What follows belongs to an exercise in optimizing a design on an open flow for small area and a short achievable clock period; a production flow would make more cautious choices. The RTL was checked by simulation tests, not by an equivalence proof against the original design.

--- flow/design.v ---
`timescale 1ns/1ps
module mul_pipe_single #(
  parameter XLEN    = 32,
  parameter RD_BITS = 5,
  parameter TAG_W   = 4
) (
  input  wire                 clk,
  input  wire                 rst,
  input  wire                 EX_mul,
  input  wire [XLEN-1:0]      EX_mul_a,
  input  wire [XLEN-1:0]      EX_mul_b,
  input  wire [RD_BITS-1:0]   EX_mul_rd,
  input  wire [TAG_W-1:0]     EX_mul_tag,
  input  wire                 MEM_we,     
  input  wire                 MEM_jlx,    
  output wire                 mul_result_valid,
  output wire [XLEN-1:0]      mul_result,
  output wire [RD_BITS-1:0]   mul_rd,           
  output wire [TAG_W-1:0]     mul_result_tag,   
  output wire                 mul_busy,
  output wire [RD_BITS-1:0]   mul_busy_rd,
  output wire [TAG_W-1:0]     mul_busy_tag,
  output wire                 mul_wb_conflict_stall,
  output wire                 mul_issue_stall
);
  reg  [2:0]         cnt;
  reg  [31:0]        a;
  reg  [31:0]        pb;      
  reg  [3:0]         bo, bt, bn;   
  reg  [23:0]        acc;
  reg  [RD_BITS-1:0] rd;
  reg  [TAG_W-1:0]   tag;
  wire idle  = (cnt == 3'd0);
  wire valid = (cnt == 3'd5);
  assign mul_busy         = !idle;
  assign mul_result_valid = valid;
  assign mul_result       = valid ? pb  : 32'd0;
  assign mul_rd           = valid ? rd  : {RD_BITS{1'b0}};
  assign mul_result_tag   = valid ? tag : {TAG_W{1'b0}};
  assign mul_busy_rd      = mul_rd;
  assign mul_busy_tag     = mul_result_tag;
  assign mul_wb_conflict_stall = valid && (MEM_we || MEM_jlx);
  assign mul_issue_stall       = EX_mul && !idle;
  wire [8:0] nw = idle ? {EX_mul_b[7:0], 1'b0} : pb[15:7];
  wire [3:0] no, nt, nn;
  genvar gj;
  generate
    for (gj = 0; gj < 4; gj = gj + 1) begin : g_booth
      assign no[gj] = nw[2*gj] ^ nw[2*gj+1];
      assign nt[gj] = (nw[2*gj+2] & ~nw[2*gj+1] & ~nw[2*gj]) | (~nw[2*gj+2] & nw[2*gj+1] & nw[2*gj]);
      assign nn[gj] = nw[2*gj+2];
    end
  endgenerate
  wire [31:0] sa, sb, x;
  wire pp1;
  wire pp2;
  wire pp3;
  wire pp4;
  wire pp5;
  wire pp6;
  wire pp7;
  wire pp8;
  wire pp9;
  wire pp10;
  wire pp11;
  wire pp12;
  wire pp13;
  wire pp14;
  wire pp15;
  wire pp16;
  wire pp17;
  wire pp18;
  wire pp19;
  wire pp20;
  wire pp21;
  wire pp22;
  wire pp23;
  wire pp24;
  wire pp25;
  wire pp26;
  wire pp27;
  wire pp28;
  wire pp29;
  wire pp30;
  wire pp31;
  wire pp32;
  wire pp33;
  wire pp34;
  wire pp35;
  wire pp36;
  wire pp37;
  wire pp38;
  wire pp39;
  wire pp40;
  wire pp41;
  wire pp42;
  wire pp43;
  wire pp44;
  wire pp45;
  wire pp46;
  wire pp47;
  wire pp48;
  wire pp49;
  wire pp50;
  wire pp51;
  wire pp52;
  wire pp53;
  wire pp54;
  wire pp55;
  wire pp56;
  wire pp57;
  wire pp58;
  wire pp59;
  wire pp60;
  wire pp61;
  wire pp62;
  wire pp63;
  wire pp64;
  wire pp65;
  wire pp66;
  wire pp67;
  wire pp68;
  wire pp69;
  wire pp70;
  wire pp71;
  wire pp72;
  wire pp73;
  wire pp74;
  wire pp75;
  wire pp76;
  wire pp77;
  wire pp78;
  wire pp79;
  wire pp80;
  wire pp81;
  wire pp82;
  wire pp83;
  wire pp84;
  wire pp85;
  wire pp86;
  wire pp87;
  wire pp88;
  wire pp89;
  wire pp90;
  wire pp91;
  wire pp92;
  wire pp93;
  wire pp94;
  wire pp95;
  wire pp96;
  wire pp97;
  wire pp98;
  wire pp99;
  wire pp100;
  wire pp101;
  wire pp102;
  wire pp103;
  wire pp104;
  wire pp105;
  wire pp106;
  wire pp107;
  wire pp108;
  wire pp109;
  wire pp110;
  wire pp111;
  wire pp112;
  wire pp113;
  wire pp114;
  wire pp115;
  wire pp116;
  wire s117;
  wire c118;
  wire s119;
  wire c120;
  wire s121;
  wire c122;
  wire s123;
  wire c124;
  wire s125;
  wire c126;
  wire s127;
  wire c128;
  wire s129;
  wire c130;
  wire s131;
  wire c132;
  wire s133;
  wire c134;
  wire s135;
  wire c136;
  wire s137;
  wire c138;
  wire s139;
  wire c140;
  wire s141;
  wire c142;
  wire s143;
  wire c144;
  wire s145;
  wire c146;
  wire s147;
  wire c148;
  wire s149;
  wire c150;
  wire s151;
  wire c152;
  wire s153;
  wire c154;
  wire s155;
  wire c156;
  wire s157;
  wire c158;
  wire s159;
  wire c160;
  wire s161;
  wire c162;
  wire s163;
  wire c164;
  wire s165;
  wire c166;
  wire s167;
  wire c168;
  wire s169;
  wire c170;
  wire s171;
  wire c172;
  wire s173;
  wire c174;
  wire s175;
  wire c176;
  wire s177;
  wire c178;
  wire s179;
  wire c180;
  wire s181;
  wire c182;
  wire s183;
  wire c184;
  wire s185;
  wire c186;
  wire s187;
  wire c188;
  wire s189;
  wire c190;
  wire s191;
  wire c192;
  wire s193;
  wire c194;
  wire s195;
  wire c196;
  wire s197;
  wire c198;
  wire s199;
  wire c200;
  wire s201;
  wire c202;
  wire s203;
  wire c204;
  wire s205;
  wire c206;
  wire s207;
  wire c208;
  wire s209;
  wire c210;
  wire s211;
  wire c212;
  wire s213;
  wire c214;
  wire s215;
  wire c216;
  wire s217;
  wire c218;
  wire s219;
  wire c220;
  wire s221;
  wire c222;
  wire s223;
  wire c224;
  wire s225;
  wire c226;
  wire s227;
  wire c228;
  wire s229;
  wire c230;
  wire s231;
  wire c232;
  wire s233;
  wire c234;
  wire s235;
  wire c236;
  wire s237;
  wire c238;
  wire s239;
  wire c240;
  wire s241;
  wire c242;
  wire s243;
  wire c244;
  wire s245;
  wire c246;
  wire s247;
  wire c248;
  wire s249;
  wire c250;
  wire s251;
  wire c252;
  wire s253;
  wire c254;
  wire s255;
  wire c256;
  wire s257;
  wire c258;
  wire s259;
  wire c260;
  wire s261;
  wire c262;
  wire s263;
  wire c264;
  wire s265;
  wire c266;
  wire s267;
  wire c268;
  wire s269;
  wire c270;
  wire s271;
  wire c272;
  wire s273;
  wire c274;
  wire s275;
  wire c276;
  wire s277;
  wire c278;
  wire s279;
  wire c280;
  wire s281;
  wire c282;
  wire s283;
  wire c284;
  wire g285;
  wire p286;
  wire g287;
  wire p288;
  wire g289;
  wire p290;
  wire g291;
  wire p292;
  wire g293;
  wire p294;
  wire g295;
  wire p296;
  wire g297;
  wire p298;
  wire g299;
  wire p300;
  wire g301;
  wire p302;
  wire g303;
  wire p304;
  wire g305;
  wire p306;
  wire g307;
  wire p308;
  wire g309;
  wire p310;
  wire g311;
  wire p312;
  wire g313;
  wire p314;
  wire g315;
  wire p316;
  wire g317;
  wire p318;
  wire g319;
  wire p320;
  wire g321;
  wire p322;
  wire g323;
  wire p324;
  wire g325;
  wire p326;
  wire g327;
  wire p328;
  wire g329;
  wire p330;
  wire g331;
  wire p332;
  wire g333;
  wire p334;
  wire g335;
  wire p336;
  wire g337;
  wire p338;
  wire g339;
  wire p340;
  wire g341;
  wire p342;
  wire g343;
  wire p344;
  wire g345;
  wire p346;
  wire g347;
  wire p348;
  wire g349;
  wire g350;
  wire p351;
  wire g352;
  wire p353;
  wire g354;
  wire p355;
  wire g356;
  wire p357;
  wire g358;
  wire p359;
  wire g360;
  wire p361;
  wire g362;
  wire p363;
  wire g364;
  wire p365;
  wire g366;
  wire p367;
  wire g368;
  wire p369;
  wire g370;
  wire p371;
  wire g372;
  wire p373;
  wire g374;
  wire p375;
  wire g376;
  wire p377;
  wire g378;
  wire p379;
  wire g380;
  wire p381;
  wire g382;
  wire p383;
  wire g384;
  wire p385;
  wire g386;
  wire p387;
  wire g388;
  wire p389;
  wire g390;
  wire p391;
  wire g392;
  wire p393;
  wire g394;
  wire p395;
  wire g396;
  wire p397;
  wire g398;
  wire p399;
  wire g400;
  wire p401;
  wire g402;
  wire p403;
  wire g404;
  wire p405;
  wire g406;
  wire p407;
  wire g408;
  wire p409;
  wire g410;
  wire p411;
  wire g412;
  wire p413;
  wire g414;
  wire p415;
  wire g416;
  wire p417;
  wire g418;
  wire p419;
  wire g420;
  wire p421;
  wire g422;
  wire p423;
  wire g424;
  wire p425;
  wire g426;
  wire p427;
  wire g428;
  wire p429;
  wire g430;
  wire p431;
  wire g432;
  wire p433;
  wire g434;
  wire p435;
  wire g436;
  wire p437;
  wire g438;
  wire p439;
  wire g440;
  wire p441;
  wire g442;
  wire p443;
  wire g444;
  wire p445;
  wire g446;
  wire p447;
  wire g448;
  wire p449;
  wire g450;
  wire p451;
  wire g452;
  wire p453;
  wire g454;
  wire p455;
  wire g456;
  wire p457;
  wire g458;
  wire p459;
  wire g460;
  wire p461;
  wire g462;
  wire p463;
  wire g464;
  wire p465;
  wire g466;
  wire p467;
  wire g468;
  wire p469;
  wire g470;
  wire p471;
  wire g472;
  wire p473;
  wire g474;
  wire p475;
  wire g476;
  wire p477;
  wire g478;
  wire p479;
  wire g480;
  wire p481;
  wire g482;
  wire p483;
  wire g484;
  wire p485;
  wire g486;
  wire p487;
  wire g488;
  wire p489;
  wire g490;
  wire p491;
  wire g492;
  wire p493;
  wire g494;
  wire p495;
  wire g496;
  wire p497;
  wire g498;
  wire p499;
  wire g500;
  wire p501;
  wire g502;
  wire p503;
  wire g504;
  wire p505;
  wire g506;
  wire p507;
  wire g508;
  wire p509;
  assign pp1 = (bo[0] & a[0]) ^ bn[0];
  assign pp2 = ((bo[0] & a[1]) | (bt[0] & a[0])) ^ bn[0];
  assign pp3 = ((bo[0] & a[2]) | (bt[0] & a[1])) ^ bn[0];
  assign pp4 = ((bo[0] & a[3]) | (bt[0] & a[2])) ^ bn[0];
  assign pp5 = ((bo[0] & a[4]) | (bt[0] & a[3])) ^ bn[0];
  assign pp6 = ((bo[0] & a[5]) | (bt[0] & a[4])) ^ bn[0];
  assign pp7 = ((bo[0] & a[6]) | (bt[0] & a[5])) ^ bn[0];
  assign pp8 = ((bo[0] & a[7]) | (bt[0] & a[6])) ^ bn[0];
  assign pp9 = ((bo[0] & a[8]) | (bt[0] & a[7])) ^ bn[0];
  assign pp10 = ((bo[0] & a[9]) | (bt[0] & a[8])) ^ bn[0];
  assign pp11 = ((bo[0] & a[10]) | (bt[0] & a[9])) ^ bn[0];
  assign pp12 = ((bo[0] & a[11]) | (bt[0] & a[10])) ^ bn[0];
  assign pp13 = ((bo[0] & a[12]) | (bt[0] & a[11])) ^ bn[0];
  assign pp14 = ((bo[0] & a[13]) | (bt[0] & a[12])) ^ bn[0];
  assign pp15 = ((bo[0] & a[14]) | (bt[0] & a[13])) ^ bn[0];
  assign pp16 = ((bo[0] & a[15]) | (bt[0] & a[14])) ^ bn[0];
  assign pp17 = ((bo[0] & a[16]) | (bt[0] & a[15])) ^ bn[0];
  assign pp18 = ((bo[0] & a[17]) | (bt[0] & a[16])) ^ bn[0];
  assign pp19 = ((bo[0] & a[18]) | (bt[0] & a[17])) ^ bn[0];
  assign pp20 = ((bo[0] & a[19]) | (bt[0] & a[18])) ^ bn[0];
  assign pp21 = ((bo[0] & a[20]) | (bt[0] & a[19])) ^ bn[0];
  assign pp22 = ((bo[0] & a[21]) | (bt[0] & a[20])) ^ bn[0];
  assign pp23 = ((bo[0] & a[22]) | (bt[0] & a[21])) ^ bn[0];
  assign pp24 = ((bo[0] & a[23]) | (bt[0] & a[22])) ^ bn[0];
  assign pp25 = ((bo[0] & a[24]) | (bt[0] & a[23])) ^ bn[0];
  assign pp26 = ((bo[0] & a[25]) | (bt[0] & a[24])) ^ bn[0];
  assign pp27 = ((bo[0] & a[26]) | (bt[0] & a[25])) ^ bn[0];
  assign pp28 = ((bo[0] & a[27]) | (bt[0] & a[26])) ^ bn[0];
  assign pp29 = ((bo[0] & a[28]) | (bt[0] & a[27])) ^ bn[0];
  assign pp30 = ((bo[0] & a[29]) | (bt[0] & a[28])) ^ bn[0];
  assign pp31 = ((bo[0] & a[30]) | (bt[0] & a[29])) ^ bn[0];
  assign pp32 = ((bo[0] & a[31]) | (bt[0] & a[30])) ^ bn[0];
  assign pp33 = (bo[1] & a[0]) ^ bn[1];
  assign pp34 = ((bo[1] & a[1]) | (bt[1] & a[0])) ^ bn[1];
  assign pp35 = ((bo[1] & a[2]) | (bt[1] & a[1])) ^ bn[1];
  assign pp36 = ((bo[1] & a[3]) | (bt[1] & a[2])) ^ bn[1];
  assign pp37 = ((bo[1] & a[4]) | (bt[1] & a[3])) ^ bn[1];
  assign pp38 = ((bo[1] & a[5]) | (bt[1] & a[4])) ^ bn[1];
  assign pp39 = ((bo[1] & a[6]) | (bt[1] & a[5])) ^ bn[1];
  assign pp40 = ((bo[1] & a[7]) | (bt[1] & a[6])) ^ bn[1];
  assign pp41 = ((bo[1] & a[8]) | (bt[1] & a[7])) ^ bn[1];
  assign pp42 = ((bo[1] & a[9]) | (bt[1] & a[8])) ^ bn[1];
  assign pp43 = ((bo[1] & a[10]) | (bt[1] & a[9])) ^ bn[1];
  assign pp44 = ((bo[1] & a[11]) | (bt[1] & a[10])) ^ bn[1];
  assign pp45 = ((bo[1] & a[12]) | (bt[1] & a[11])) ^ bn[1];
  assign pp46 = ((bo[1] & a[13]) | (bt[1] & a[12])) ^ bn[1];
  assign pp47 = ((bo[1] & a[14]) | (bt[1] & a[13])) ^ bn[1];
  assign pp48 = ((bo[1] & a[15]) | (bt[1] & a[14])) ^ bn[1];
  assign pp49 = ((bo[1] & a[16]) | (bt[1] & a[15])) ^ bn[1];
  assign pp50 = ((bo[1] & a[17]) | (bt[1] & a[16])) ^ bn[1];
  assign pp51 = ((bo[1] & a[18]) | (bt[1] & a[17])) ^ bn[1];
  assign pp52 = ((bo[1] & a[19]) | (bt[1] & a[18])) ^ bn[1];
  assign pp53 = ((bo[1] & a[20]) | (bt[1] & a[19])) ^ bn[1];
  assign pp54 = ((bo[1] & a[21]) | (bt[1] & a[20])) ^ bn[1];
  assign pp55 = ((bo[1] & a[22]) | (bt[1] & a[21])) ^ bn[1];
  assign pp56 = ((bo[1] & a[23]) | (bt[1] & a[22])) ^ bn[1];
  assign pp57 = ((bo[1] & a[24]) | (bt[1] & a[23])) ^ bn[1];
  assign pp58 = ((bo[1] & a[25]) | (bt[1] & a[24])) ^ bn[1];
  assign pp59 = ((bo[1] & a[26]) | (bt[1] & a[25])) ^ bn[1];
  assign pp60 = ((bo[1] & a[27]) | (bt[1] & a[26])) ^ bn[1];
  assign pp61 = ((bo[1] & a[28]) | (bt[1] & a[27])) ^ bn[1];
  assign pp62 = ((bo[1] & a[29]) | (bt[1] & a[28])) ^ bn[1];
  assign pp63 = (bo[2] & a[0]) ^ bn[2];
  assign pp64 = ((bo[2] & a[1]) | (bt[2] & a[0])) ^ bn[2];
  assign pp65 = ((bo[2] & a[2]) | (bt[2] & a[1])) ^ bn[2];
  assign pp66 = ((bo[2] & a[3]) | (bt[2] & a[2])) ^ bn[2];
  assign pp67 = ((bo[2] & a[4]) | (bt[2] & a[3])) ^ bn[2];
  assign pp68 = ((bo[2] & a[5]) | (bt[2] & a[4])) ^ bn[2];
  assign pp69 = ((bo[2] & a[6]) | (bt[2] & a[5])) ^ bn[2];
  assign pp70 = ((bo[2] & a[7]) | (bt[2] & a[6])) ^ bn[2];
  assign pp71 = ((bo[2] & a[8]) | (bt[2] & a[7])) ^ bn[2];
  assign pp72 = ((bo[2] & a[9]) | (bt[2] & a[8])) ^ bn[2];
  assign pp73 = ((bo[2] & a[10]) | (bt[2] & a[9])) ^ bn[2];
  assign pp74 = ((bo[2] & a[11]) | (bt[2] & a[10])) ^ bn[2];
  assign pp75 = ((bo[2] & a[12]) | (bt[2] & a[11])) ^ bn[2];
  assign pp76 = ((bo[2] & a[13]) | (bt[2] & a[12])) ^ bn[2];
  assign pp77 = ((bo[2] & a[14]) | (bt[2] & a[13])) ^ bn[2];
  assign pp78 = ((bo[2] & a[15]) | (bt[2] & a[14])) ^ bn[2];
  assign pp79 = ((bo[2] & a[16]) | (bt[2] & a[15])) ^ bn[2];
  assign pp80 = ((bo[2] & a[17]) | (bt[2] & a[16])) ^ bn[2];
  assign pp81 = ((bo[2] & a[18]) | (bt[2] & a[17])) ^ bn[2];
  assign pp82 = ((bo[2] & a[19]) | (bt[2] & a[18])) ^ bn[2];
  assign pp83 = ((bo[2] & a[20]) | (bt[2] & a[19])) ^ bn[2];
  assign pp84 = ((bo[2] & a[21]) | (bt[2] & a[20])) ^ bn[2];
  assign pp85 = ((bo[2] & a[22]) | (bt[2] & a[21])) ^ bn[2];
  assign pp86 = ((bo[2] & a[23]) | (bt[2] & a[22])) ^ bn[2];
  assign pp87 = ((bo[2] & a[24]) | (bt[2] & a[23])) ^ bn[2];
  assign pp88 = ((bo[2] & a[25]) | (bt[2] & a[24])) ^ bn[2];
  assign pp89 = ((bo[2] & a[26]) | (bt[2] & a[25])) ^ bn[2];
  assign pp90 = ((bo[2] & a[27]) | (bt[2] & a[26])) ^ bn[2];
  assign pp91 = (bo[3] & a[0]) ^ bn[3];
  assign pp92 = ((bo[3] & a[1]) | (bt[3] & a[0])) ^ bn[3];
  assign pp93 = ((bo[3] & a[2]) | (bt[3] & a[1])) ^ bn[3];
  assign pp94 = ((bo[3] & a[3]) | (bt[3] & a[2])) ^ bn[3];
  assign pp95 = ((bo[3] & a[4]) | (bt[3] & a[3])) ^ bn[3];
  assign pp96 = ((bo[3] & a[5]) | (bt[3] & a[4])) ^ bn[3];
  assign pp97 = ((bo[3] & a[6]) | (bt[3] & a[5])) ^ bn[3];
  assign pp98 = ((bo[3] & a[7]) | (bt[3] & a[6])) ^ bn[3];
  assign pp99 = ((bo[3] & a[8]) | (bt[3] & a[7])) ^ bn[3];
  assign pp100 = ((bo[3] & a[9]) | (bt[3] & a[8])) ^ bn[3];
  assign pp101 = ((bo[3] & a[10]) | (bt[3] & a[9])) ^ bn[3];
  assign pp102 = ((bo[3] & a[11]) | (bt[3] & a[10])) ^ bn[3];
  assign pp103 = ((bo[3] & a[12]) | (bt[3] & a[11])) ^ bn[3];
  assign pp104 = ((bo[3] & a[13]) | (bt[3] & a[12])) ^ bn[3];
  assign pp105 = ((bo[3] & a[14]) | (bt[3] & a[13])) ^ bn[3];
  assign pp106 = ((bo[3] & a[15]) | (bt[3] & a[14])) ^ bn[3];
  assign pp107 = ((bo[3] & a[16]) | (bt[3] & a[15])) ^ bn[3];
  assign pp108 = ((bo[3] & a[17]) | (bt[3] & a[16])) ^ bn[3];
  assign pp109 = ((bo[3] & a[18]) | (bt[3] & a[17])) ^ bn[3];
  assign pp110 = ((bo[3] & a[19]) | (bt[3] & a[18])) ^ bn[3];
  assign pp111 = ((bo[3] & a[20]) | (bt[3] & a[19])) ^ bn[3];
  assign pp112 = ((bo[3] & a[21]) | (bt[3] & a[20])) ^ bn[3];
  assign pp113 = ((bo[3] & a[22]) | (bt[3] & a[21])) ^ bn[3];
  assign pp114 = ((bo[3] & a[23]) | (bt[3] & a[22])) ^ bn[3];
  assign pp115 = ((bo[3] & a[24]) | (bt[3] & a[23])) ^ bn[3];
  assign pp116 = ((bo[3] & a[25]) | (bt[3] & a[24])) ^ bn[3];
  assign s117 = acc[4] ^ pp5 ^ pp35;
  assign c118 = (acc[4] & pp5) | (acc[4] & pp35) | (pp5 & pp35);
  assign s119 = acc[5] ^ pp6 ^ pp36;
  assign c120 = (acc[5] & pp6) | (acc[5] & pp36) | (pp6 & pp36);
  assign s121 = acc[6] ^ pp7 ^ pp37;
  assign c122 = (acc[6] & pp7) | (acc[6] & pp37) | (pp7 & pp37);
  assign s123 = pp65 ^ pp91 ^ bn[3];
  assign c124 = (pp65 & pp91) | (pp65 & bn[3]) | (pp91 & bn[3]);
  assign s125 = acc[7] ^ pp8 ^ pp38;
  assign c126 = (acc[7] & pp8) | (acc[7] & pp38) | (pp8 & pp38);
  assign s127 = pp66 ^ pp92 ^ s125;
  assign c128 = (pp66 & pp92) | (pp66 & s125) | (pp92 & s125);
  assign s129 = acc[8] ^ pp9 ^ pp39;
  assign c130 = (acc[8] & pp9) | (acc[8] & pp39) | (pp9 & pp39);
  assign s131 = pp67 ^ pp93 ^ s129;
  assign c132 = (pp67 & pp93) | (pp67 & s129) | (pp93 & s129);
  assign s133 = acc[9] ^ pp10 ^ pp40;
  assign c134 = (acc[9] & pp10) | (acc[9] & pp40) | (pp10 & pp40);
  assign s135 = pp68 ^ pp94 ^ s133;
  assign c136 = (pp68 & pp94) | (pp68 & s133) | (pp94 & s133);
  assign s137 = acc[10] ^ pp11 ^ pp41;
  assign c138 = (acc[10] & pp11) | (acc[10] & pp41) | (pp11 & pp41);
  assign s139 = pp69 ^ pp95 ^ s137;
  assign c140 = (pp69 & pp95) | (pp69 & s137) | (pp95 & s137);
  assign s141 = acc[11] ^ pp12 ^ pp42;
  assign c142 = (acc[11] & pp12) | (acc[11] & pp42) | (pp12 & pp42);
  assign s143 = pp70 ^ pp96 ^ s141;
  assign c144 = (pp70 & pp96) | (pp70 & s141) | (pp96 & s141);
  assign s145 = acc[12] ^ pp13 ^ pp43;
  assign c146 = (acc[12] & pp13) | (acc[12] & pp43) | (pp13 & pp43);
  assign s147 = pp71 ^ pp97 ^ s145;
  assign c148 = (pp71 & pp97) | (pp71 & s145) | (pp97 & s145);
  assign s149 = acc[13] ^ pp14 ^ pp44;
  assign c150 = (acc[13] & pp14) | (acc[13] & pp44) | (pp14 & pp44);
  assign s151 = pp72 ^ pp98 ^ s149;
  assign c152 = (pp72 & pp98) | (pp72 & s149) | (pp98 & s149);
  assign s153 = acc[14] ^ pp15 ^ pp45;
  assign c154 = (acc[14] & pp15) | (acc[14] & pp45) | (pp15 & pp45);
  assign s155 = pp73 ^ pp99 ^ s153;
  assign c156 = (pp73 & pp99) | (pp73 & s153) | (pp99 & s153);
  assign s157 = acc[15] ^ pp16 ^ pp46;
  assign c158 = (acc[15] & pp16) | (acc[15] & pp46) | (pp16 & pp46);
  assign s159 = pp74 ^ pp100 ^ s157;
  assign c160 = (pp74 & pp100) | (pp74 & s157) | (pp100 & s157);
  assign s161 = acc[16] ^ pp17 ^ pp47;
  assign c162 = (acc[16] & pp17) | (acc[16] & pp47) | (pp17 & pp47);
  assign s163 = pp75 ^ pp101 ^ s161;
  assign c164 = (pp75 & pp101) | (pp75 & s161) | (pp101 & s161);
  assign s165 = acc[17] ^ pp18 ^ pp48;
  assign c166 = (acc[17] & pp18) | (acc[17] & pp48) | (pp18 & pp48);
  assign s167 = pp76 ^ pp102 ^ s165;
  assign c168 = (pp76 & pp102) | (pp76 & s165) | (pp102 & s165);
  assign s169 = acc[18] ^ pp19 ^ pp49;
  assign c170 = (acc[18] & pp19) | (acc[18] & pp49) | (pp19 & pp49);
  assign s171 = pp77 ^ pp103 ^ s169;
  assign c172 = (pp77 & pp103) | (pp77 & s169) | (pp103 & s169);
  assign s173 = acc[19] ^ pp20 ^ pp50;
  assign c174 = (acc[19] & pp20) | (acc[19] & pp50) | (pp20 & pp50);
  assign s175 = pp78 ^ pp104 ^ s173;
  assign c176 = (pp78 & pp104) | (pp78 & s173) | (pp104 & s173);
  assign s177 = acc[20] ^ pp21 ^ pp51;
  assign c178 = (acc[20] & pp21) | (acc[20] & pp51) | (pp21 & pp51);
  assign s179 = pp79 ^ pp105 ^ s177;
  assign c180 = (pp79 & pp105) | (pp79 & s177) | (pp105 & s177);
  assign s181 = acc[21] ^ pp22 ^ pp52;
  assign c182 = (acc[21] & pp22) | (acc[21] & pp52) | (pp22 & pp52);
  assign s183 = pp80 ^ pp106 ^ s181;
  assign c184 = (pp80 & pp106) | (pp80 & s181) | (pp106 & s181);
  assign s185 = acc[22] ^ pp23 ^ pp53;
  assign c186 = (acc[22] & pp23) | (acc[22] & pp53) | (pp23 & pp53);
  assign s187 = pp81 ^ pp107 ^ s185;
  assign c188 = (pp81 & pp107) | (pp81 & s185) | (pp107 & s185);
  assign s189 = acc[23] ^ pp24 ^ pp54;
  assign c190 = (acc[23] & pp24) | (acc[23] & pp54) | (pp24 & pp54);
  assign s191 = pp82 ^ pp108 ^ s189;
  assign c192 = (pp82 & pp108) | (pp82 & s189) | (pp108 & s189);
  assign s193 = pp25 ^ pp55 ^ pp83;
  assign c194 = (pp25 & pp55) | (pp25 & pp83) | (pp55 & pp83);
  assign s195 = pp26 ^ pp56 ^ pp84;
  assign c196 = (pp26 & pp56) | (pp26 & pp84) | (pp56 & pp84);
  assign s197 = pp27 ^ pp57 ^ pp85;
  assign c198 = (pp27 & pp57) | (pp27 & pp85) | (pp57 & pp85);
  assign s199 = pp28 ^ pp58 ^ pp86;
  assign c200 = (pp28 & pp58) | (pp28 & pp86) | (pp58 & pp86);
  assign s201 = pp29 ^ pp59 ^ pp87;
  assign c202 = (pp29 & pp59) | (pp29 & pp87) | (pp59 & pp87);
  assign s203 = pp30 ^ pp60 ^ pp88;
  assign c204 = (pp30 & pp60) | (pp30 & pp88) | (pp60 & pp88);
  assign s205 = pp31 ^ pp61 ^ pp89;
  assign c206 = (pp31 & pp61) | (pp31 & pp89) | (pp61 & pp89);
  assign s207 = pp32 ^ pp62 ^ pp90;
  assign c208 = (pp32 & pp62) | (pp32 & pp90) | (pp62 & pp90);
  assign s209 = acc[2] ^ pp3 ^ pp33;
  assign c210 = (acc[2] & pp3) | (acc[2] & pp33) | (pp3 & pp33);
  assign s211 = acc[3] ^ pp4 ^ pp34;
  assign c212 = (acc[3] & pp4) | (acc[3] & pp34) | (pp4 & pp34);
  assign s213 = pp63 ^ bn[2] ^ s117;
  assign c214 = (pp63 & bn[2]) | (pp63 & s117) | (bn[2] & s117);
  assign s215 = pp64 ^ s119 ^ c118;
  assign c216 = (pp64 & s119) | (pp64 & c118) | (s119 & c118);
  assign s217 = s121 ^ s123 ^ c120;
  assign c218 = (s121 & s123) | (s121 & c120) | (s123 & c120);
  assign s219 = s127 ^ c122 ^ c124;
  assign c220 = (s127 & c122) | (s127 & c124) | (c122 & c124);
  assign s221 = s131 ^ c126 ^ c128;
  assign c222 = (s131 & c126) | (s131 & c128) | (c126 & c128);
  assign s223 = s135 ^ c130 ^ c132;
  assign c224 = (s135 & c130) | (s135 & c132) | (c130 & c132);
  assign s225 = s139 ^ c134 ^ c136;
  assign c226 = (s139 & c134) | (s139 & c136) | (c134 & c136);
  assign s227 = s143 ^ c138 ^ c140;
  assign c228 = (s143 & c138) | (s143 & c140) | (c138 & c140);
  assign s229 = s147 ^ c142 ^ c144;
  assign c230 = (s147 & c142) | (s147 & c144) | (c142 & c144);
  assign s231 = s151 ^ c146 ^ c148;
  assign c232 = (s151 & c146) | (s151 & c148) | (c146 & c148);
  assign s233 = s155 ^ c150 ^ c152;
  assign c234 = (s155 & c150) | (s155 & c152) | (c150 & c152);
  assign s235 = s159 ^ c154 ^ c156;
  assign c236 = (s159 & c154) | (s159 & c156) | (c154 & c156);
  assign s237 = s163 ^ c158 ^ c160;
  assign c238 = (s163 & c158) | (s163 & c160) | (c158 & c160);
  assign s239 = s167 ^ c162 ^ c164;
  assign c240 = (s167 & c162) | (s167 & c164) | (c162 & c164);
  assign s241 = s171 ^ c166 ^ c168;
  assign c242 = (s171 & c166) | (s171 & c168) | (c166 & c168);
  assign s243 = s175 ^ c170 ^ c172;
  assign c244 = (s175 & c170) | (s175 & c172) | (c170 & c172);
  assign s245 = s179 ^ c174 ^ c176;
  assign c246 = (s179 & c174) | (s179 & c176) | (c174 & c176);
  assign s247 = s183 ^ c178 ^ c180;
  assign c248 = (s183 & c178) | (s183 & c180) | (c178 & c180);
  assign s249 = s187 ^ c182 ^ c184;
  assign c250 = (s187 & c182) | (s187 & c184) | (c182 & c184);
  assign s251 = s191 ^ c186 ^ c188;
  assign c252 = (s191 & c186) | (s191 & c188) | (c186 & c188);
  assign s253 = pp109 ^ s193 ^ c190;
  assign c254 = (pp109 & s193) | (pp109 & c190) | (s193 & c190);
  assign s255 = pp110 ^ s195 ^ c194;
  assign c256 = (pp110 & s195) | (pp110 & c194) | (s195 & c194);
  assign s257 = pp111 ^ s197 ^ c196;
  assign c258 = (pp111 & s197) | (pp111 & c196) | (s197 & c196);
  assign s259 = pp112 ^ s199 ^ c198;
  assign c260 = (pp112 & s199) | (pp112 & c198) | (s199 & c198);
  assign s261 = pp113 ^ s201 ^ c200;
  assign c262 = (pp113 & s201) | (pp113 & c200) | (s201 & c200);
  assign s263 = pp114 ^ s203 ^ c202;
  assign c264 = (pp114 & s203) | (pp114 & c202) | (s203 & c202);
  assign s265 = pp115 ^ s205 ^ c204;
  assign c266 = (pp115 & s205) | (pp115 & c204) | (s205 & c204);
  assign s267 = pp116 ^ s207 ^ c206;
  assign c268 = (pp116 & s207) | (pp116 & c206) | (s207 & c206);
  assign s269 = c192 ^ s253 ^ c252;
  assign c270 = (c192 & s253) | (c192 & c252) | (s253 & c252);
  assign s271 = s255 ^ c254;
  assign c272 = s255 & c254;
  assign s273 = s257 ^ c256;
  assign c274 = s257 & c256;
  assign s275 = s259 ^ c258;
  assign c276 = s259 & c258;
  assign s277 = s261 ^ c260;
  assign c278 = s261 & c260;
  assign s279 = s263 ^ c262;
  assign c280 = s263 & c262;
  assign s281 = s265 ^ c264;
  assign c282 = s265 & c264;
  assign s283 = s267 ^ c266;
  assign c284 = s267 & c266;
  assign sa = {s283, s281, s279, s277, s275, s273, s271, s269, s251, s249, s247, s245, s243, s241, s239, s237, s235, s233, s231, s229, s227, s225, s223, s221, s219, s217, s215, s213, s211, bn[1], acc[1], acc[0]};
  assign sb = {c282, c280, c278, c276, c274, c272, c270, 1'b0, c250, c248, c246, c244, c242, c240, c238, c236, c234, c232, c230, c228, c226, c224, c222, c220, c218, c216, c214, c212, c210, s209, pp2, pp1};
  assign g285 = (sa[0] & sb[0]);
  assign p286 = (sa[0] ^ sb[0]);
  assign g287 = (sa[1] & sb[1]);
  assign p288 = (sa[1] ^ sb[1]);
  assign g289 = (sa[2] & sb[2]);
  assign p290 = (sa[2] ^ sb[2]);
  assign g291 = (sa[3] & sb[3]);
  assign p292 = (sa[3] ^ sb[3]);
  assign g293 = (sa[4] & sb[4]);
  assign p294 = (sa[4] ^ sb[4]);
  assign g295 = (sa[5] & sb[5]);
  assign p296 = (sa[5] ^ sb[5]);
  assign g297 = (sa[6] & sb[6]);
  assign p298 = (sa[6] ^ sb[6]);
  assign g299 = (sa[7] & sb[7]);
  assign p300 = (sa[7] ^ sb[7]);
  assign g301 = (sa[8] & sb[8]);
  assign p302 = (sa[8] ^ sb[8]);
  assign g303 = (sa[9] & sb[9]);
  assign p304 = (sa[9] ^ sb[9]);
  assign g305 = (sa[10] & sb[10]);
  assign p306 = (sa[10] ^ sb[10]);
  assign g307 = (sa[11] & sb[11]);
  assign p308 = (sa[11] ^ sb[11]);
  assign g309 = (sa[12] & sb[12]);
  assign p310 = (sa[12] ^ sb[12]);
  assign g311 = (sa[13] & sb[13]);
  assign p312 = (sa[13] ^ sb[13]);
  assign g313 = (sa[14] & sb[14]);
  assign p314 = (sa[14] ^ sb[14]);
  assign g315 = (sa[15] & sb[15]);
  assign p316 = (sa[15] ^ sb[15]);
  assign g317 = (sa[16] & sb[16]);
  assign p318 = (sa[16] ^ sb[16]);
  assign g319 = (sa[17] & sb[17]);
  assign p320 = (sa[17] ^ sb[17]);
  assign g321 = (sa[18] & sb[18]);
  assign p322 = (sa[18] ^ sb[18]);
  assign g323 = (sa[19] & sb[19]);
  assign p324 = (sa[19] ^ sb[19]);
  assign g325 = (sa[20] & sb[20]);
  assign p326 = (sa[20] ^ sb[20]);
  assign g327 = (sa[21] & sb[21]);
  assign p328 = (sa[21] ^ sb[21]);
  assign g329 = (sa[22] & sb[22]);
  assign p330 = (sa[22] ^ sb[22]);
  assign g331 = (sa[23] & sb[23]);
  assign p332 = (sa[23] ^ sb[23]);
  assign g333 = (sa[24] & sb[24]);
  assign p334 = (sa[24] ^ sb[24]);
  assign g335 = (sa[25] & sb[25]);
  assign p336 = (sa[25] ^ sb[25]);
  assign g337 = (sa[26] & sb[26]);
  assign p338 = (sa[26] ^ sb[26]);
  assign g339 = (sa[27] & sb[27]);
  assign p340 = (sa[27] ^ sb[27]);
  assign g341 = (sa[28] & sb[28]);
  assign p342 = (sa[28] ^ sb[28]);
  assign g343 = (sa[29] & sb[29]);
  assign p344 = (sa[29] ^ sb[29]);
  assign g345 = (sa[30] & sb[30]);
  assign p346 = (sa[30] ^ sb[30]);
  assign g347 = (sa[31] & sb[31]);
  assign p348 = (sa[31] ^ sb[31]);
  assign g349 = g285 | (p286 & bn[0]);
  assign g350 = g287 | (p288 & g349);
  assign p351 = p288 & p286;
  assign g352 = g291 | (p292 & g289);
  assign p353 = p292 & p290;
  assign g354 = g295 | (p296 & g293);
  assign p355 = p296 & p294;
  assign g356 = g299 | (p300 & g297);
  assign p357 = p300 & p298;
  assign g358 = g303 | (p304 & g301);
  assign p359 = p304 & p302;
  assign g360 = g307 | (p308 & g305);
  assign p361 = p308 & p306;
  assign g362 = g311 | (p312 & g309);
  assign p363 = p312 & p310;
  assign g364 = g315 | (p316 & g313);
  assign p365 = p316 & p314;
  assign g366 = g319 | (p320 & g317);
  assign p367 = p320 & p318;
  assign g368 = g323 | (p324 & g321);
  assign p369 = p324 & p322;
  assign g370 = g327 | (p328 & g325);
  assign p371 = p328 & p326;
  assign g372 = g331 | (p332 & g329);
  assign p373 = p332 & p330;
  assign g374 = g335 | (p336 & g333);
  assign p375 = p336 & p334;
  assign g376 = g339 | (p340 & g337);
  assign p377 = p340 & p338;
  assign g378 = g343 | (p344 & g341);
  assign p379 = p344 & p342;
  assign g380 = g347 | (p348 & g345);
  assign p381 = p348 & p346;
  assign g382 = g289 | (p290 & g350);
  assign p383 = p290 & p351;
  assign g384 = g352 | (p353 & g350);
  assign p385 = p353 & p351;
  assign g386 = g297 | (p298 & g354);
  assign p387 = p298 & p355;
  assign g388 = g356 | (p357 & g354);
  assign p389 = p357 & p355;
  assign g390 = g305 | (p306 & g358);
  assign p391 = p306 & p359;
  assign g392 = g360 | (p361 & g358);
  assign p393 = p361 & p359;
  assign g394 = g313 | (p314 & g362);
  assign p395 = p314 & p363;
  assign g396 = g364 | (p365 & g362);
  assign p397 = p365 & p363;
  assign g398 = g321 | (p322 & g366);
  assign p399 = p322 & p367;
  assign g400 = g368 | (p369 & g366);
  assign p401 = p369 & p367;
  assign g402 = g329 | (p330 & g370);
  assign p403 = p330 & p371;
  assign g404 = g372 | (p373 & g370);
  assign p405 = p373 & p371;
  assign g406 = g337 | (p338 & g374);
  assign p407 = p338 & p375;
  assign g408 = g376 | (p377 & g374);
  assign p409 = p377 & p375;
  assign g410 = g345 | (p346 & g378);
  assign p411 = p346 & p379;
  assign g412 = g380 | (p381 & g378);
  assign p413 = p381 & p379;
  assign g414 = g293 | (p294 & g384);
  assign p415 = p294 & p385;
  assign g416 = g354 | (p355 & g384);
  assign p417 = p355 & p385;
  assign g418 = g386 | (p387 & g384);
  assign p419 = p387 & p385;
  assign g420 = g388 | (p389 & g384);
  assign p421 = p389 & p385;
  assign g422 = g309 | (p310 & g392);
  assign p423 = p310 & p393;
  assign g424 = g362 | (p363 & g392);
  assign p425 = p363 & p393;
  assign g426 = g394 | (p395 & g392);
  assign p427 = p395 & p393;
  assign g428 = g396 | (p397 & g392);
  assign p429 = p397 & p393;
  assign g430 = g325 | (p326 & g400);
  assign p431 = p326 & p401;
  assign g432 = g370 | (p371 & g400);
  assign p433 = p371 & p401;
  assign g434 = g402 | (p403 & g400);
  assign p435 = p403 & p401;
  assign g436 = g404 | (p405 & g400);
  assign p437 = p405 & p401;
  assign g438 = g341 | (p342 & g408);
  assign p439 = p342 & p409;
  assign g440 = g378 | (p379 & g408);
  assign p441 = p379 & p409;
  assign g442 = g410 | (p411 & g408);
  assign p443 = p411 & p409;
  assign g444 = g412 | (p413 & g408);
  assign p445 = p413 & p409;
  assign g446 = g301 | (p302 & g420);
  assign p447 = p302 & p421;
  assign g448 = g358 | (p359 & g420);
  assign p449 = p359 & p421;
  assign g450 = g390 | (p391 & g420);
  assign p451 = p391 & p421;
  assign g452 = g392 | (p393 & g420);
  assign p453 = p393 & p421;
  assign g454 = g422 | (p423 & g420);
  assign p455 = p423 & p421;
  assign g456 = g424 | (p425 & g420);
  assign p457 = p425 & p421;
  assign g458 = g426 | (p427 & g420);
  assign p459 = p427 & p421;
  assign g460 = g428 | (p429 & g420);
  assign p461 = p429 & p421;
  assign g462 = g333 | (p334 & g436);
  assign p463 = p334 & p437;
  assign g464 = g374 | (p375 & g436);
  assign p465 = p375 & p437;
  assign g466 = g406 | (p407 & g436);
  assign p467 = p407 & p437;
  assign g468 = g408 | (p409 & g436);
  assign p469 = p409 & p437;
  assign g470 = g438 | (p439 & g436);
  assign p471 = p439 & p437;
  assign g472 = g440 | (p441 & g436);
  assign p473 = p441 & p437;
  assign g474 = g442 | (p443 & g436);
  assign p475 = p443 & p437;
  assign g476 = g444 | (p445 & g436);
  assign p477 = p445 & p437;
  assign g478 = g317 | (p318 & g460);
  assign p479 = p318 & p461;
  assign g480 = g366 | (p367 & g460);
  assign p481 = p367 & p461;
  assign g482 = g398 | (p399 & g460);
  assign p483 = p399 & p461;
  assign g484 = g400 | (p401 & g460);
  assign p485 = p401 & p461;
  assign g486 = g430 | (p431 & g460);
  assign p487 = p431 & p461;
  assign g488 = g432 | (p433 & g460);
  assign p489 = p433 & p461;
  assign g490 = g434 | (p435 & g460);
  assign p491 = p435 & p461;
  assign g492 = g436 | (p437 & g460);
  assign p493 = p437 & p461;
  assign g494 = g462 | (p463 & g460);
  assign p495 = p463 & p461;
  assign g496 = g464 | (p465 & g460);
  assign p497 = p465 & p461;
  assign g498 = g466 | (p467 & g460);
  assign p499 = p467 & p461;
  assign g500 = g468 | (p469 & g460);
  assign p501 = p469 & p461;
  assign g502 = g470 | (p471 & g460);
  assign p503 = p471 & p461;
  assign g504 = g472 | (p473 & g460);
  assign p505 = p473 & p461;
  assign g506 = g474 | (p475 & g460);
  assign p507 = p475 & p461;
  assign g508 = g476 | (p477 & g460);
  assign p509 = p477 & p461;
  assign x[0] = p286 ^ bn[0];
  assign x[1] = p288 ^ g349;
  assign x[2] = p290 ^ g350;
  assign x[3] = p292 ^ g382;
  assign x[4] = p294 ^ g384;
  assign x[5] = p296 ^ g414;
  assign x[6] = p298 ^ g416;
  assign x[7] = p300 ^ g418;
  assign x[8] = p302 ^ g420;
  assign x[9] = p304 ^ g446;
  assign x[10] = p306 ^ g448;
  assign x[11] = p308 ^ g450;
  assign x[12] = p310 ^ g452;
  assign x[13] = p312 ^ g454;
  assign x[14] = p314 ^ g456;
  assign x[15] = p316 ^ g458;
  assign x[16] = p318 ^ g460;
  assign x[17] = p320 ^ g478;
  assign x[18] = p322 ^ g480;
  assign x[19] = p324 ^ g482;
  assign x[20] = p326 ^ g484;
  assign x[21] = p328 ^ g486;
  assign x[22] = p330 ^ g488;
  assign x[23] = p332 ^ g490;
  assign x[24] = p334 ^ g492;
  assign x[25] = p336 ^ g494;
  assign x[26] = p338 ^ g496;
  assign x[27] = p340 ^ g498;
  assign x[28] = p342 ^ g500;
  assign x[29] = p344 ^ g502;
  assign x[30] = p346 ^ g504;
  assign x[31] = p348 ^ g506;
  always @(posedge clk) begin
    if (rst) cnt <= 3'd0;
    else if (idle) cnt <= EX_mul ? 3'd1 : 3'd0;
    else if (valid) cnt <= 3'd0;
    else cnt <= cnt + 3'd1;
    bo <= no;
    bt <= nt;
    bn <= nn;
    if (idle) begin
      a     <= EX_mul_a;
      pb    <= EX_mul_b;
      rd    <= EX_mul_rd;
      tag   <= EX_mul_tag;
      acc   <= 24'd0;
    end else begin
      pb    <= {x[7:0], pb[31:8]};
      acc   <= x[31:8];
    end
  end
endmodule
--- flow/flow/run.sh ---
#!/bin/bash
# Layout flow: the standard ORFS flow (standard.sh, unchanged synthesis), with
#  - after synthesis, flow/polarity.py flips full-adder cells (FA(~a,~b,~c) = ~FA(a,b,c))
#    so that fewer inverters are needed around them; registers are untouched
#  - port buffers made of plain buffers instead of the delay cells buffer_ports picks
set -euo pipefail
cd "$(dirname "$0")/.."
source flow/params.sh
export BUFFER_PORTS_ARGS
export SETUP_SLACK_MARGIN
R=orfs/results/sky130hd/mul_pipe_single/base
bash standard.sh synth > synth.log 2>&1
if [[ "${POLARITY:-1}" == 1 ]]; then
  cp $R/1_2_yosys.v $R/1_2_yosys.std.v
  python3 flow/polarity.py $R/1_2_yosys.std.v $R/1_2_yosys.v > polarity.log 2>&1
  rm -f $R/1_synth.odb
fi
bash standard.sh > standard.log 2>&1
--- flow/flow/params.sh ---
BUFFER_PORTS_ARGS="-buffer_cell sky130_fd_sc_hd__buf_1"
SETUP_SLACK_MARGIN=6.0
POLARITY=1
--- flow/flow/polarity.py ---
#!/usr/bin/env python3
"""Remove inverters around full adders in a flat gate-level netlist.

An xor2/xnor2 cell can be swapped for the other to invert its output. A full adder is self-dual: FA(~a, ~b, ~c) = (~cout, ~sum). So a full-adder cell can be
"flipped" (fed the complements of its inputs, its outputs then carry the complements of
their old values) without changing the circuit's function. This script chooses which
full adders to flip so that as few inverters as possible are needed, then rewrites the
netlist: inverters that only feed cell pins are removed and re-created where needed.
Registers, ports and all other cells are untouched.

usage: polarity.py IN.v OUT.v
"""
import random
import re
import sys
from collections import defaultdict

INV = re.compile(r'sky130_fd_sc_hd__(clk)?inv_\d+$')
FA = re.compile(r'sky130_fd_sc_hd__fa_\d+$')
XO = re.compile(r'sky130_fd_sc_hd__x(n?)or2_(\d+)$')
OUTPINS = {'X', 'Y', 'Q', 'Q_N', 'SUM', 'COUT', 'HI', 'LO'}

src = open(sys.argv[1]).read()
m = re.search(r'\bmodule\b.*?;', src, re.S)
endm = src.rindex('endmodule')
body = src[m.end():endm]

# statements of the module body
stmts = [s for s in re.split(r';', body)]
cells = []    # dict(type, name, pins: [(pin, net)], idx)
other = []    # (idx, text)
ports = set()
for i, s in enumerate(stmts):
    t = s.strip()
    if not t:
        continue
    cm = re.match(r'(sky130_fd_sc_hd__\w+)\s+(\S+)\s*\((.*)\)\s*$', t, re.S)
    if cm:
        pins = [(p, n.strip()) for p, n in re.findall(r'\.(\w+)\(([^()]*)\)', cm.group(3))]
        cells.append({'type': cm.group(1), 'name': cm.group(2), 'pins': pins})
        continue
    pm = re.match(r'(input|output|inout)\s+(\[[^\]]*\]\s*)?(\S+)', t)
    if pm:
        ports.add(pm.group(3))
    other.append(t)

def base_name(net):
    return re.sub(r'\s*\[\d+\]$', '', net.strip())

driver = {}
loads = defaultdict(list)   # net -> [(cell index, pin index)]
for ci, c in enumerate(cells):
    for pi, (p, n) in enumerate(c['pins']):
        if p in OUTPINS:
            driver[n] = ci
        else:
            loads[n].append((ci, pi))
# nets read by assign statements or ports count as fixed loads
assign_rhs = set()
for t in other:
    am = re.match(r'assign\s+(.*?)\s*=\s*(.*)$', t, re.S)
    if am:
        for tok in re.findall(r'\\\S+|[A-Za-z_][\w$]*(?:\s*\[\d+\])?', am.group(2)):
            assign_rhs.add(tok.strip())

def is_port_net(n):
    return base_name(n) in ports

# removable inverters: output feeds only cell input pins, is no port, no assign source
removable = set()
for ci, c in enumerate(cells):
    if INV.match(c['type']):
        y = dict(c['pins'])['Y']
        if not is_port_net(y) and y not in assign_rhs and y in loads:
            removable.add(ci)

def resolve(net):
    """logical source of a net: (base net, polarity) through removable inverters"""
    pol = 0
    seen = 0
    while net in driver and driver[net] in removable and seen < 100:
        net = dict(cells[driver[net]]['pins'])['A']
        pol ^= 1
        seen += 1
    return net, pol

fas = [ci for ci, c in enumerate(cells) if FA.match(c['type'])]
xos = [ci for ci, c in enumerate(cells) if XO.match(c['type'])]
flip = defaultdict(int)

# load requirements: list of (cell index, pin index, base, pol)
reqs = []
for ci, c in enumerate(cells):
    if ci in removable:
        continue
    for pi, (p, n) in enumerate(c['pins']):
        if p in OUTPINS:
            continue
        b, pol = resolve(n)
        reqs.append((ci, pi, b, pol))
by_base = defaultdict(list)
by_cell = defaultdict(list)
for r in reqs:
    by_base[r[2]].append(r)
    by_cell[r[0]].append(r)

def phys(b):
    d = driver.get(b)
    return flip[d] if d is not None and (FA.match(cells[d]['type']) or XO.match(cells[d]['type'])) else 0

def need(r):
    ci, pi, b, pol = r
    want = pol ^ (flip[ci] if FA.match(cells[ci]['type']) else 0)
    return want ^ phys(b)

def base_cost(b):
    return 1 if any(need(r) for r in by_base[b]) else 0

def fa_bases(ci):
    bs = {r[2] for r in by_cell[ci]}
    for p, n in cells[ci]['pins']:
        if p in OUTPINS:
            bs.add(n)
    return bs

total0 = sum(base_cost(b) for b in by_base)
movable = fas + xos
rng = random.Random(1)
best = None
for trial in range(30):
    if trial:
        for ci in movable:
            flip[ci] = best[ci]
        # perturb the best solution a little, then descend again
        for ci in rng.sample(movable, max(1, len(movable) // 10)):
            flip[ci] ^= 1
    for sweep in range(200):
        changed = False
        order = list(movable)
        rng.shuffle(order)
        for ci in order:
            bs = fa_bases(ci)
            before = sum(base_cost(b) for b in bs)
            flip[ci] ^= 1
            after = sum(base_cost(b) for b in bs)
            if after < before:
                changed = True
            elif after == before and rng.random() < 0.3 and sweep < 150:
                pass
            else:
                flip[ci] ^= 1
        if not changed and sweep >= 150:
            break
    cost = sum(base_cost(b) for b in by_base)
    if best is None or cost < best_cost:
        best, best_cost = {ci: flip[ci] for ci in movable}, cost
for ci in movable:
    flip[ci] = best[ci]
total1 = sum(base_cost(b) for b in by_base)

# rewrite
def esc(n):
    return n + ' ' if n.startswith('\\') else n

comp = {}
newcells = []
k = 0
for b in by_base:
    if base_cost(b):
        k += 1
        nn = f'polinv_n{k}'
        comp[b] = nn
        newcells.append(f'  sky130_fd_sc_hd__inv_1 polinv_{k} (\n    .A({esc(b)}),\n    .Y({nn})\n  );')
for r in reqs:
    ci, pi, b, pol = r
    p, _ = cells[ci]['pins'][pi]
    cells[ci]['pins'][pi] = (p, comp[b] if need(r) else b)

out = [src[:m.end()], '\n']
for t in other:
    out.append('  ' + t + ' ;\n')
for nn in comp.values():
    out.append(f'  wire {nn};\n')
for ci, c in enumerate(cells):
    if ci in removable:
        continue
    xm = XO.match(c['type'])
    if xm and flip[ci]:
        c['type'] = f"sky130_fd_sc_hd__{'xor2' if xm.group(1) else 'xnor2'}_{xm.group(2)}"
        # xor2 drives X, xnor2 drives Y
        c['pins'] = [({'X': 'Y', 'Y': 'X'}.get(p, p), n) for p, n in c['pins']]
    pins = ',\n'.join(f'    .{p}({esc(n)})' for p, n in c['pins'])
    out.append(f'  {c["type"]} {c["name"]} (\n{pins}\n  );\n')
out.append('\n'.join(newcells) + '\n')
out.append(src[endm:])
open(sys.argv[2], 'w').write(''.join(out))
print(f'polarity: {len(fas)} full adders, {sum(flip[c] for c in fas)} flipped, '
      f'{sum(flip[c] for c in xos)} of {len(xos)} xor/xnor swapped, inverters {len(removable)} removable -> {len(comp)} needed '
      f'(cost before {total0}, after {total1})', file=sys.stderr)
--- flow/standard.sh ---
#!/bin/bash
# synth_recipe.tcl (not shown) runs the flow's synth.tcl, then flattens the netlist and writes it again
# the make line also repeats each setting of config.mk as NAME=value (left out here)
make -C /OpenROAD-flow-scripts/flow DESIGN_CONFIG=/design/flow/config.mk WORK_HOME=/design/flow/orfs CLKGATE_MAP_FILE= SYNTH_SCRIPT=/design/flow/synth_recipe.tcl "${@:-finish}"
--- flow/config.mk ---
export PLATFORM = sky130hd
export DESIGN_NAME = mul_pipe_single
export DESIGN_NICKNAME = mul_pipe_single
export VERILOG_FILES = /design/flow/design.v
export SDC_FILE = /design/flow/constraint.sdc
export NUM_CORES = 4
export LEC_CHECK = 0
export CAP_MARGIN = 20
export CORE_MARGIN = 2
export CORE_UTILIZATION = 50
export SLEW_MARGIN = 20
--- flow/constraint.sdc ---
create_clock -name core_clock -period 10.0 [get_ports {clk}]
set_input_delay 2.0000 -clock core_clock [delete_from_list [all_inputs] [get_ports {clk}]]
set_output_delay 2.0000 -clock core_clock [all_outputs]
set_load 0.01 [all_outputs]
==> results.py, run 1 <==
metrics = {
    "synth": {
        "syn_nets": 1058,
        "avgSynthCellArea_sq_um": 9.97,
        "syn_inst": 865,
        "netlist_area_sq_mm": 0.00862,
        "yosys_warnings": 1,
    },
    "final_layout": {
        "nFillCells": 1446,
        "drive_gt1_frac": 0.165,
        "fin_cells": 1208,
        "final_common_cell": "buf_1",
        "final_cell_mix": "buf_1 (129), xnor2_1 (109), a22oi_1 (95), nand2_1 (76), fa_1 (73)",
        "stdcell_area_sq_mm": 0.0104,
        "finalNetCount": 1171,
        "antenna_cells": 0,
        "areaGrowthSynthToFinish_pct": 20.4,
    },
    "global_route": {
        "track_usage": 0.269,
        "grt_pass1_vias": 7042,
        "grt-ovfl-total": 0,
        "grt_start_max_net_pins": 54,
        "grt_pass1_wl_um": 37900,
        "antenna_found_initial": 0,
    },
    "setup_path": {
        "crit_arrival_ns": 4.81,
        "critPathKind": "reg -> reg",
        "cp-start-kind": "register",
        "end_kind": "register",
        "cp_max_fo": 4,
        "required_ns": 10.30,
    },
    "die": {
        "chipHeight_um": 135,
        "core_area_sq_mm": 0.0171,
        "start_util": 0.506,
        "ios": 132,
        "die_area_sq_mm": 0.0183,
        "fp.dieW_um": 135,
        "row_count": 48,
    },
    "hold_path": {
        "min_path_type": "reg -> reg",
    },
    "sta": {
        "period_share": 0.451,
        "finClkSkew_ns": 0.0132,
        "setup_viol": 0,
        "fmax_ghz": 0.222,
        "period_minus_slack_ns": 4.51,
        "rsz0062_at_grt": "yes",
        "fin_hold_ws_ns": 0.441,
        "fin_tns_setup_ns": 0,
        "slew_violations": 0,
        "worst_slew_pin_slew_ns": 0.724,
        "slew_headroom": 0.518,
        "hold_violations": 0,
    },
    "placement": {
        "place_inst": 1143,
        "dp_hpwl_um": 15900,
        "placed_cell_area_sq_mm": 0.00927,
        "routabilityCongestion": 0.932,
        "io_buffers": 131,
    },
    "detailed_routing": {
        "antenna_left": 0,
        "routedWlPerCell_um": 19.9,
        "dr.pass1.iters": 5,
        "totalWireLength_um": 24000,
        "vias": 6921,
        "drt_iter0_markers": 472,
        "avgViaCountPerCell": 5.73,
        "drc": 0,
    },
    "clock_network": {
        "clkSinkCount": 108,
        "hold_buffers": 0,
        "cts_htree_levels": 3,
        "cts_buffers": 9,
        "clk_latency_ns": 0.38,
        "clk_pin_slew_ns": 0.08,
        "clockBufferDepth": 2,
        "cts_tree": "done",
        "cts_root_buffer": "clkbuf_16",
    },
    "status": {
        "status": "finished clean",
    },
    "job": {
        "drv_cap": 0,
    },
}
[area by class of cell]
class	instances	area [sq um]	share of cell area
clock buffers	9	225	0.0217
flip-flops and latches	108	2590	0.249
repair buffers	192	1140	0.110
inverters	31	123	0.0118
clock inverters	7	80.1	0.00771
multi-input cells	636	5950	0.573
well taps	225	282	0.0271
[worst max-delay path, stage by stage (launching register included)]
cell and delay, ns:
edfxtp_1 0.52, buf_4 0.21, a22oi_1 0.21, xnor2_1 0.20, fa_1 0.48, fa_1 0.47
ha_1 0.35, a2111o_1 0.43, o211ai_1 0.27, a31oi_2 0.16, or2_1 0.24, a21o_1 0.18
a21oi_2 0.16, fa_2 0.44, nor2_1 0.12
[repair_timing]
| action | 4_1_cts | 5_1_grt |
|---|---|---|
| endpoints found under the setup margin | 78 | 27 |
| gates resized for setup | 61 | 14 |
| pin swaps | 31 | 15 |
| gates cloned | 3 | 1 |
| setup buffers | 41 | 4 |
[per-layer routing]
metal  wire, um  GRT usage
met4        786      0.105
met2      11600      0.455
met3       1790     0.0475
met5          0          0
met1       9800      0.344
[registers in the layout, indices dropped and copies added (netlist names)]
register	cells
bt	4
acc	24
a	32
cnt	3
tag	4
bo	4
pb	32
rd	5
[path summary, 6_finish.rpt]
kind / start / end / slack, ns / cells after the start
setup / recovery: a[4] / acc[8] / 5.49 / 14
hold / removal: pb[27] / pb[19] / 0.44 / 2
setup reg to reg: a[4] / acc[8] / 5.49 / 14
hold reg to reg: pb[27] / pb[19] / 0.44 / 2
[stage by stage]
step / setup WS, ns / util
floorplan: 5.73 / -
CTS: 5.48 / 0.602
global placement: 5.10 / 0.544
finish: 5.49 / 0.609
detailed placement: 5.06 / 0.544
global route: 5.34 / 0.609
==> run 2, diff against run 1 <==
--- a/flow/design.v
+++ b/flow/design.v
@@ -25,8 +25,8 @@
 );
   reg  [2:0]         cnt;
   reg  [31:0]        a;
-  reg  [31:0]        pb;      
-  reg  [3:0]         bo, bt, bn;   
+  reg  [31:0]        pbn;     
+  reg  [3:0]         bo, bt;   
   reg  [23:0]        acc;
   reg  [RD_BITS-1:0] rd;
   reg  [TAG_W-1:0]   tag;
@@ -34,21 +34,21 @@
   wire valid = (cnt == 3'd5);
   assign mul_busy         = !idle;
   assign mul_result_valid = valid;
-  assign mul_result       = valid ? pb  : 32'd0;
+  assign mul_result       = valid ? ~pbn : 32'd0;
   assign mul_rd           = valid ? rd  : {RD_BITS{1'b0}};
   assign mul_result_tag   = valid ? tag : {TAG_W{1'b0}};
   assign mul_busy_rd      = mul_rd;
   assign mul_busy_tag     = mul_result_tag;
   assign mul_wb_conflict_stall = valid && (MEM_we || MEM_jlx);
   assign mul_issue_stall       = EX_mul && !idle;
-  wire [8:0] nw = idle ? {EX_mul_b[7:0], 1'b0} : pb[15:7];
-  wire [3:0] no, nt, nn;
+  wire [8:0] nw = idle ? {EX_mul_b[7:0], 1'b0} : ~pbn[15:7];
+  wire [3:0] no, nt;
+  wire [3:0] bn = ~{pbn[7], pbn[5], pbn[3], pbn[1]};
   genvar gj;
   generate
     for (gj = 0; gj < 4; gj = gj + 1) begin : g_booth
       assign no[gj] = nw[2*gj] ^ nw[2*gj+1];
       assign nt[gj] = (nw[2*gj+2] & ~nw[2*gj+1] & ~nw[2*gj]) | (~nw[2*gj+2] & nw[2*gj+1] & nw[2*gj]);
-      assign nn[gj] = nw[2*gj+2];
     end
   endgenerate
   wire [31:0] sa, sb, x;
@@ -1111,15 +1111,14 @@
     else cnt <= cnt + 3'd1;
     bo <= no;
     bt <= nt;
-    bn <= nn;
     if (idle) begin
       a     <= EX_mul_a;
-      pb    <= EX_mul_b;
+      pbn   <= ~EX_mul_b;
       rd    <= EX_mul_rd;
       tag   <= EX_mul_tag;
       acc   <= 24'd0;
     end else begin
-      pb    <= {x[7:0], pb[31:8]};
+      pbn   <= {~x[7:0], pbn[31:8]};
       acc   <= x[31:8];
     end
   end
--- a/flow/config.mk
+++ b/flow/config.mk
@@ -7,5 +7,6 @@
 export LEC_CHECK = 0
 export CAP_MARGIN = 20
 export CORE_MARGIN = 2
-export CORE_UTILIZATION = 50
+export CORE_UTILIZATION = 40
+export CTS_BUF_LIST = sky130_fd_sc_hd__clkbuf_4 sky130_fd_sc_hd__clkbuf_8
 export SLEW_MARGIN = 20
==> run 2 against run 1 <==
- still clean
- die area increased by 23%
- hold slack improved by 0.036 ns
- synthesized cell count decreased by 2.4%
- register-to-register slack about the same
- critical endpoint is now acc[21]
==> results.py, run 2 <==
metrics = {
    "global_route": {
        "grt-ovfl-total": 0,
        "grt_pass1_vias": 6409,
        "track_usage": 0.199,
        "antenna_found_initial": 0,
        "grt_start_max_net_pins": 78,
        "grt_pass1_wl_um": 34700,
    },
    "detailed_routing": {
        "totalWireLength_um": 22200,
        "routedWlPerCell_um": 17.9,
        "avgViaCountPerCell": 5.32,
        "drt_iter0_markers": 624,
        "antenna_left": 0,
        "drc": 0,
        "dr.pass1.iters": 5,
        "vias": 6612,
    },
    "setup_path": {
        "required_ns": 10.25,
        "path_buf_inv": 1,
        "end_kind": "register",
        "crit_top_cell": "fa_1",
        "path_cells": "a22oi_1 -> xor2_1 -> fa_1 -> fa_1 -> fa_1 -> ha_2 -> a21o_1 -> a31oi_2 -> o22ai_4 -> a2111oi_4 -> buf_4 -> o31ai_4 -> a211oi_2 -> nor3_1",
        "crit_slowest_cell": "edfxtp_1",
        "critical-path-top-delay-family": "adder cells",
        "crit_arrival_ns": 4.76,
        "slowest_delay_ns": 0.56,
        "cp_max_fo": 8,
        "reg2reg_slack_ns": 5.49,
        "cp-start-kind": "register",
        "critPathKind": "reg -> reg",
    },
    "die": {
        "ios": 132,
        "fp.dieW_um": 150,
        "core_area_sq_mm": 0.0210,
        "die_area_sq_mm": 0.0225,
        "start_util": 0.407,
        "chipHeight_um": 150,
        "row_count": 53,
    },
    "sta": {
        "rsz0062_at_grt": "yes",
        "period_minus_slack_ns": 4.51,
        "slew_violations": 0,
        "period_share": 0.451,
        "hold_violations": 0,
        "worst_slew_pin_slew_ns": 0.855,
        "fin_tns_setup_ns": 0,
        "slew_headroom": 0.430,
        "finClkSkew_ns": 0.0182,
        "setup_viol": 0,
        "fmax_ghz": 0.222,
        "fin_ws_ns": 5.49,
    },
    "clock_network": {
        "cts_htree_levels": 3,
        "clk_pin_slew_ns": 0.12,
        "cts_tree": "done",
        "clockBufferDepth": 2,
        "clk_latency_ns": 0.40,
        "clkSinkCount": 108,
        "cts_root_buffer": "clkbuf_8",
        "cts_buffers": 9,
    },
    "placement": {
        "routabilityCongestion": 0.834,
        "dp_hpwl_um": 14900,
        "dp_slack_ns": 4.84,
        "place_inst": 1176,
        "io_buffers": 131,
    },
    "final_layout": {
        "reg.largest.list": "a (32), pbn (32), acc (24)",
        "final_common_cell": "buf_1",
        "fin_cells": 1244,
        "drive_gt1_frac": 0.178,
        "final_cell_mix": "buf_1 (126), xor2_1 (98), a22oi_1 (93), fa_1 (71), dfxtp_1 (63)",
        "areaGrowthSynthToFinish_pct": 20.6,
        "finalNetCount": 1157,
        "antenna_cells": 0,
    },
    "hold_path": {
        "min_path_type": "reg -> reg",
    },
    "status": {
        "status": "finished clean",
    },
    "synth": {
        "netlist_area_sq_mm": 0.00854,
        "yosys_warnings": 1,
        "avgSynthCellArea_sq_um": 10.1,
        "syn_inst": 844,
        "syn_nets": 1037,
    },
    "job": {
        "drv_cap": 0,
    },
}
-- run 2: cell type report --
cell class              count  area [sq um]
inverters                  26           101
fillers                  1995         10700
multi-input cells         623          5970
clock buffers              10           138
flip-flops and latches    108          2580
repair buffers            196          1090
well taps                 275           344
clock inverters             6          67.6
-- run 2: worst paths after layout --
path              depth (start not counted)       to  startpoint
hold reg to reg                           2  pbn[17]     pbn[25]
hold / removal                            2  pbn[17]     pbn[25]
setup reg to reg                         14  acc[21]       a[14]
setup / recovery                         14  acc[21]       a[14]
-- run 2: stage by stage --
step                      utilization  cell area, sq um  hold slack (ns)
final                           0.491             10300            0.477
after global routing            0.491             10300            0.504
after CTS                       0.468              9800            0.483
after detailed placement        0.440              9210            0.452
after global placement          0.440              9210            0.447
after floorplan                     -              8720            0.426
-- run 2: metal layers --
layer  routed length, um  vias up  global-route usage
met3                1040       28              0.0264
met4                 316        0              0.0443
met5                   0        -                   0
met2               10900      183               0.335
met1               10000     3255               0.275
li1                    -     3146                   -
-- run 2: repair_timing --
| action | in CTS | in global routing |
|---|---|---|
| buffers inserted | 31 | 21 |
| endpoints found under the setup margin | 58 | 33 |
| hold endpoints to repair | 0 | 0 |
| hold buffers | 0 | 0 |
| gates resized for setup | 32 | 58 |
| pin swaps | 25 | 33 |
-- run 2: tightest hold or removal path: stages (launching register included) --
cell,delay (ns)
dfxtp_1,0.35
nand2_1,0.04
o21ai_0,0.06

## separate check: timing with driven ports
The results above use ideal ports. As a check the final layouts listed here were re-extracted and re-timed, cells and wires unchanged. Step 1: set_driving_cell puts a clkbuf_16 on clk and a buf_2 on each other input, an assumption about the parent block. Step 2 times the ports against the registers' clock, not the clock port: input delays grow and output delays shrink by t, the midpoint of the rising clock arrivals with the driver on. a / b / c = ideal ports / drivers / drivers and shift; a / b = the first two.
run	t (ns)	slack for setup (ns)	clock arrival spread, ns	pins driven straight from the clock port
run 1	0.411	5.490 / 5.490 / 5.490	0.013 / 0.013	1
run 2	0.432	5.492 / 5.492 / 5.492	0.018 / 0.018	1
After both steps every run listed still meets setup and hold.
